Source: an optimization exercise on an open RTL-to-GDS flow (aim: small area and a short achievable clock period). Production flows keep margins and buffers that such runs may drop.
No functional check of the RTL was part of any run shown here.
Power and IR drop assume default switching activity.

## flow/design.v (module list and top-level ports; edited modules follow where they fit)
// module fa: 10 lines
// module sel16: 9 lines
// module sel1: 9 lines
// module og1: 7 lines
// module ha: 9 lines
// module sel1s: 10 lines
// module FIR: 7407 lines
module FIR (
	input  wire        rst_n,
	input  wire        CLK,
	input  wire [15:0] sample_in,
	input  wire        En_FIR,
	output wire [31:0] sample_out
);
  // ...
==> flow/flow/run.sh <==
#!/bin/bash
# Own flow: the standard layout (standard.sh, unchanged synthesis), with
# timing repair aimed below the achieved period instead of the 24 ns clock,
# port buffers of a plain buffer cell, and a clock tree with larger sink
# clusters.  Each tool's output goes to its own log in this folder.
set -euo pipefail
export SETUP_SLACK_MARGIN=14.4
export BUFFER_PORTS_ARGS="-buffer_cell sky130_fd_sc_hd__buf_4"
export CTS_ARGS="-sink_clustering_enable -repair_clock_nets -buf_list sky130_fd_sc_hd__clkbuf_8 -sink_clustering_size 12 -sink_clustering_max_diameter 50 -dont_use_dummy_load"
bash standard.sh synth      > synth.log 2>&1
bash standard.sh floorplan  > floorplan.log 2>&1
bash standard.sh place      > place.log 2>&1
bash standard.sh cts        > cts.log 2>&1
bash standard.sh route      > route.log 2>&1
bash standard.sh finish     > finish.log 2>&1
==> flow/standard.sh <==
#!/bin/bash
# synth_recipe.tcl (not shown) runs the flow's synth.tcl, then flattens the netlist and writes it again
# the make line also repeats each setting of config.mk as NAME=value (left out here)
make -C /OpenROAD-flow-scripts/flow DESIGN_CONFIG=/design/flow/config.mk WORK_HOME=/design/flow/orfs CLKGATE_MAP_FILE= SYNTH_SCRIPT=/design/flow/synth_recipe.tcl "${@:-finish}"
==> flow/config.mk <==
export PLATFORM = sky130hd
export DESIGN_NAME = FIR
export DESIGN_NICKNAME = FIR
export VERILOG_FILES = /design/flow/design.v
export SDC_FILE = /design/flow/constraint.sdc
export NUM_CORES = 8
export LEC_CHECK = 0
export CAP_MARGIN = 20
export CORE_MARGIN = 2
export CORE_UTILIZATION = 55
export PLACE_DENSITY = 0.7
export SLEW_MARGIN = 20
export SYNTH_HIERARCHICAL = 1
==> flow/constraint.sdc <==
create_clock -name core_clock -period 24.0 [get_ports {CLK}]
set_input_delay 4.8000 -clock core_clock [delete_from_list [all_inputs] [get_ports {CLK}]]
set_output_delay 4.8000 -clock core_clock [all_outputs]
set_load 0.01 [all_outputs]
==> impl_metrics.py, run 1 <==
metrics = {
    "timing": {
        "fin_tns_setup_ns": 0,
        "setup_viol": 0,
        "achievable-frequency_ghz": 0.100,
        "rsz_0062_raised_after_global_routing": "true",
    },
    "logic_synthesis": {
        "synth.largest_area_cell": "sky130_fd_sc_hd__fa_1",
        "synth_area_um2": 75100,
        "async_reset_ff_share_pct": 0.0892,
        "yosys_warnings": 7,
        "ys.flop_type": "sky130_fd_sc_hd__dfxtp_1",
        "synth-xor-area-share_pct": 0.187,
        "synth_area_leaders": "sky130_fd_sc_hd__fa_1 49%, sky130_fd_sc_hd__dfxtp_1 30%, sky130_fd_sc_hd__a22o_1 13%",
    },
    "global_routing": {
        "global_route.peak_usage_layer": "met2",
        "pin_count_of_the_biggest_net_entering_global_routing": 244,
        "grt_pass1_wl_mm": 387,
        "grt_remaining_overflow": 0,
    },
    "drt": {
        "met2_length_mm": 132,
        "drt_first_iter_violations": 4548,
    },
    "clock_network": {
        "cts.reportedPaths.clkPinSlew_ns": 0.07,
        "cts.root.buffer_cell": "sky130_fd_sc_hd__clkbuf_8",
        "post_cts.resized_instances": 291,
        "h-tree-depth": 4,
    },
    "worst_setup_path": {
        "critical_path_required_ns": 19.20,
        "crit_family": "buffers and inverters",
        "critical_path.max_fanout": 9,
        "regToRegEndpoint": "qa[19]$_DFF_P_",
        "critical_path_cell_count": 3,
        "r2r-start": "x61[13]$_DFF_P_",
    },
    "finish": {
        "layout_commonest_cell": "sky130_fd_sc_hd__fa_1",
        "bufs_w_o_clock": 128,
        "fin_cells": 6961,
        "sequential_share_of_cell_area_pct": 27.6,
        "mostFrequentLayoutCells": "1577 x sky130_fd_sc_hd__fa_1, 1106 x sky130_fd_sc_hd__a22o_1, 1106 x sky130_fd_sc_hd__dfxtp_1, 309 x sky130_fd_sc_hd__inv_1, 273 x sky130_fd_sc_hd__fa_2",
    },
    "status": {
        "run_status": "complete, no violations",
    },
    "die": {
        "rows": 135,
    },
    "placement": {
        "numPlacedInstances": 6773,
        "detailed_place.area_um2": 77900,
        "gp_congestion": 1.11,
    },
    "power_and_ir_drop": {
        "totalPowerFinal_mw": 5.13,
        "p_int_mw": 3.33,
    },
}
==> inputs of run 2 (changes only) <==
--- a/flow/flow/run.sh
+++ b/flow/flow/run.sh
@@ -6,3 +6,3 @@
 set -euo pipefail
-export SETUP_SLACK_MARGIN=14.4
+export SETUP_SLACK_MARGIN=14.05
 export BUFFER_PORTS_ARGS="-buffer_cell sky130_fd_sc_hd__buf_4"
==> run 2 against run 1 <==
  * Still clean on timing, DRC and antenna
  * Utilization decreased by 0.86 points
  * Clock power about the same
  * Clock-buffer cell count unchanged
  * Largest cell class unchanged
  * Highest routed layer unchanged
==> impl_metrics.py, run 2 <==
metrics = {
    "status": {
        "run_status": "complete, no violations",
    },
    "worst_setup_path": {
        "crit_end": "sample_out[29]",
        "setup.worst_path.end_class": "output pin",
        "regToRegEndpoint": "qa[19]$_DFF_P_",
        "critical_path.max_fanout": 9,
        "critical_path_required_ns": 19.20,
        "reg2reg_setup_slack_ns": 14.08,
        "worst-setup-path-type": "in -> out",
        "critical_path.startpoint_type": "input port",
        "r2r-start": "x63[8]$_DFF_P_",
        "timing.critical_path.from": "En_FIR",
        "cp.arrival_ns": 5.21,
        "reg2regPathDepth": 20,
    },
    "timing": {
        "slew-limit-headroom_pct": 21.9,
        "setup_viol": 0,
        "fin_tns_setup_ns": 0,
        "finalCritPeriodShare_pct": 41.7,
        "timing.final.max_slew_violations": 0,
        "timing.clock.skew_ns": 0.112,
        "worst_slew_pin_slew_ns": 1.17,
        "achievable-frequency_ghz": 0.0999,
        "rsz_0062_raised_after_global_routing": "true",
        "fin_hold_ws_ns": 0.461,
        "finalCriticalPeriod_ns": 10.01,
        "report.final.hold_viol_count": 0,
    },
    "logic_synthesis": {
        "synthDominantCellAreaShare_pct": 49.3,
        "synth.largest_area_cell": "sky130_fd_sc_hd__fa_1",
        "async_reset_ff_share_pct": 0.0892,
        "seq_area_frac_synth_pct": 29.9,
        "total_of_flip_flops_plus_latches_after_synthesis": 1121,
        "synth_area_um2": 75100,
        "ys_types": 52,
        "synth_edf_count": 0,
        "yosys_warnings": 7,
        "syn_inst": 4923,
        "syn_avg_cell_area_um2": 15.3,
        "most_instantiated_library_cell_after_synthesis": "sky130_fd_sc_hd__fa_1",
        "netlist_top_cells_count": "1850 x sky130_fd_sc_hd__fa_1, 1120 x sky130_fd_sc_hd__dfxtp_1, 1106 x sky130_fd_sc_hd__a22o_1",
        "synth_area_leaders": "sky130_fd_sc_hd__fa_1 49%, sky130_fd_sc_hd__dfxtp_1 30%, sky130_fd_sc_hd__a22o_1 13%",
        "ys.flop_type": "sky130_fd_sc_hd__dfxtp_1",
    },
    "finish": {
        "mostFrequentLayoutCells": "1792 x sky130_fd_sc_hd__fa_1, 1120 x sky130_fd_sc_hd__dfxtp_1, 1106 x sky130_fd_sc_hd__a22o_1, 317 x sky130_fd_sc_hd__inv_1, 217 x sky130_fd_sc_hd__ha_1",
        "largestRegisters": "qa (32), qb (32)",
        "fillerInstances": 10600,
        "final_layout_size_suffix_gt1_share_pct": 6.59,
        "layout-area-overhead-vs-synth_pct": 6.90,
        "finish.net_count": 7227,
        "layout_commonest_cell": "sky130_fd_sc_hd__fa_1",
        "post-route-util_pct": 59.3,
        "layout.cell_area.non_filler_um2": 80300,
    },
    "power_and_ir_drop": {
        "p_leak_nw": 36.6,
        "seqPwrFrac_pct": 37.8,
        "netSwitchingFraction_pct": 35.2,
        "p_switching_mw": 1.79,
        "irDropWorstVdd_mv": 0.119,
        "p_int_mw": 3.30,
        "power_frac_clock_pct": 22.1,
        "pwr_density_cell_nw_per_um2": 63.3,
        "comb_power_share_pct": 40.1,
    },
    "clock_network": {
        "cts.reportedPaths.clkPinSlew_ns": 0.07,
        "tritoncts": "done",
        "h-tree-depth": 4,
        "clock_insertion_delay_worst_skew_ns": 0.89,
        "clock-sinks": 1121,
        "tritoncts.num_buffers": 130,
        "cts.path.max_buffers": 3,
        "cts.root.buffer_cell": "sky130_fd_sc_hd__clkbuf_8",
    },
    "die": {
        "die-area_um2": 140000,
        "number_of_primary_i_o_pins": 51,
        "rows": 135,
        "chipHeight_um": 374,
        "chipWidth_um": 374,
        "initial_utilization_pct": 55.5,
        "placeableCoreArea_um2": 135000,
    },
    "placement": {
        "place.port_buffers": 50,
        "gp_congestion": 1.11,
        "detailed_place.area_um2": 77900,
        "detailed_place_hpwl_mm": 243,
    },
    "drt": {
        "post-route-drc-count": 0,
        "num_vias": 45200,
        "postRouteAntennaNets": 0,
        "route.detailed.vias_per_inst": 6.53,
        "drt_first_iter_violations": 4520,
        "drt-pass1-iter-count": 5,
        "drt-total-wl_mm": 280,
        "routedWlPerCell_um": 40.4,
    },
    "global_routing": {
        "grt_util_all_layers_pct": 41.0,
        "antenna_found_initial": 6,
        "grt_pass1_wl_mm": 386,
        "pin_count_of_the_biggest_net_entering_global_routing": 244,
        "grt_remaining_overflow": 0,
        "number_of_global_route_vias_before_repair": 48500,
    },
    "worst_hold_path": {
        "worstHoldStart": "x42[15]$_DFF_P_",
        "hp-class": "reg -> reg",
    },
    "flow_run": {
        "cap_viol_max_count": 0,
    },
}
==> run 2: what timing repair did <==
action / 4_1_cts / 5_1_grt
pin swaps: 15 / 5
cloned: 5 / 0
resized for setup: 75 / 63
hold buffers: 0 / 0
setup endpoints to repair: 33 / 36
setup buffers: 2 / 2
==> run 2: worst max-delay path: stages <==
cell,delay [ns]
sky130_fd_sc_hd__buf_16,0.12
sky130_fd_sc_hd__and2_4,0.16
sky130_fd_sc_hd__buf_6,0.11
==> run 2: kinds of logic after synthesis <==
group                    Yosys count  synth area share, %
adder cells (fa/ha/maj)         2075                 53.0
AO/OA/AOI/OAI                   1227                 14.1
flip-flops                      1121                 29.9
buffers and inverters            332                 1.67
AND/OR/NAND/NOR                  142                0.981
XOR/XNOR                          16                0.187
multiplexers                       8                0.107
other                              2               0.0100
==> run 2: worst min-delay path by stage <==
| stage | end | slack (ns) | cells after the start |
|---|---|---|---|
| 2_1_floorplan | qb[19]$_DFF_P_ | 0.44 | 1 |
| 3_3_place_gp | x2[4]$_DFF_P_ | 0.45 | 1 |
| 3_5_place_dp | x52[4]$_DFF_P_ | 0.45 | 1 |
| 4_1_cts | x43[15]$_DFF_P_ | 0.45 | 1 |
| 5_1_grt | x43[15]$_DFF_P_ | 0.47 | 1 |
| 6_report | x43[15]$_DFF_P_ | 0.46 | 1 |
==> run 2: final cells by class <==
class / instances / area [µm²] / share of cell area [%]
multi-input cells: 3477 / 51700 / 64.4
clock buffers: 130 / 1790 / 2.23
well taps: 1781 / 2230 / 2.77
inverters: 317 / 1190 / 1.48
flip-flops and latches: 1121 / 22400 / 28.0
diodes: 4 / 10.0 / 0.0125
repair buffers: 86 / 941 / 1.17
==> run 2: Yosys stat by module (local to each module, per instance) <==
| module | cell area (µm²) | copies in the design | flops+latches | cells |
|---|---|---|---|---|
| FIR | 26000 | 1 | 1121 | 1756 |
| fa | 20.0 | 1848 | 0 | 1 |
| sel1s | 10.0 | 15 | 0 | 1 |
| sel1 | 8.76 | 1105 | 0 | 1 |
| og1 | 6.26 | 32 | 0 | 1 |
| ha | 12.5 | 167 | 0 | 1 |
==> run 2: layer usage <==
| layer | vias to the layer above | GRT usage [%] | wire [µm] |
|---|---|---|---|
| met5 | - | 0 | 48 |
| met4 | 6 | 36.0 | 31400 |
| met3 | 846 | 8.23 | 18300 |
| met2 | 2036 | 64.3 | 132000 |
| met1 | 24600 | 48.4 | 98400 |
| li1 | 17700 | - | - |
==> run 2: through the flow <==
stage / power (mW) / worst slack (ns) / instances
after floorplan: 3.45 / 6.50 / 4930
after global placement: 3.99 / 13.68 / 6773
after detailed placement: 4.01 / 13.65 / 6773
after CTS: 5.16 / 14.00 / 6910
after global routing: 5.50 / 13.99 / 6913
final: 5.09 / 13.99 / 6916
==> run 2: power by group through the flow <==
| stage | combinational, mW | clock, mW | sequential (mW) |
|---|---|---|---|
| after global placement | 2.02 | 0 | 1.97 |
| after floorplan | 1.50 | 0 | 1.96 |
| after detailed placement | 2.04 | 0 | 1.97 |
| final | 2.04 | 1.12 | 1.92 |
| after global routing | 2.36 | 1.21 | 1.93 |
| after CTS | 2.09 | 1.15 | 1.92 |

afterwards: timing with drivers on the ports:
How much do the figures lean on ideal ports? The routed layouts below were timed once more, with nothing changed but the port constraints. Step 1: set_driving_cell puts a clkbuf_16 on CLK and a buf_2 on each other input, an assumption about the parent block. Step 2 times the ports against the registers' clock, not the clock port: input delays grow and output delays shrink by t, the midpoint of the rising clock arrivals with the driver on. Slacks: ideal ports / drivers / drivers and shift; pairs: ideal ports / drivers.
| run | t (ns) | slack for setup (ns) | worst register clock-pin slew, ns |
|---|---|---|---|
| run 1 | 0.905 | 13.995 / 13.629 / 13.629 | 0.09 / 0.09 |
| run 2 | 0.910 | 13.994 / 13.628 / 13.628 | 0.09 / 0.09 |
After both steps every run listed still meets setup and hold.
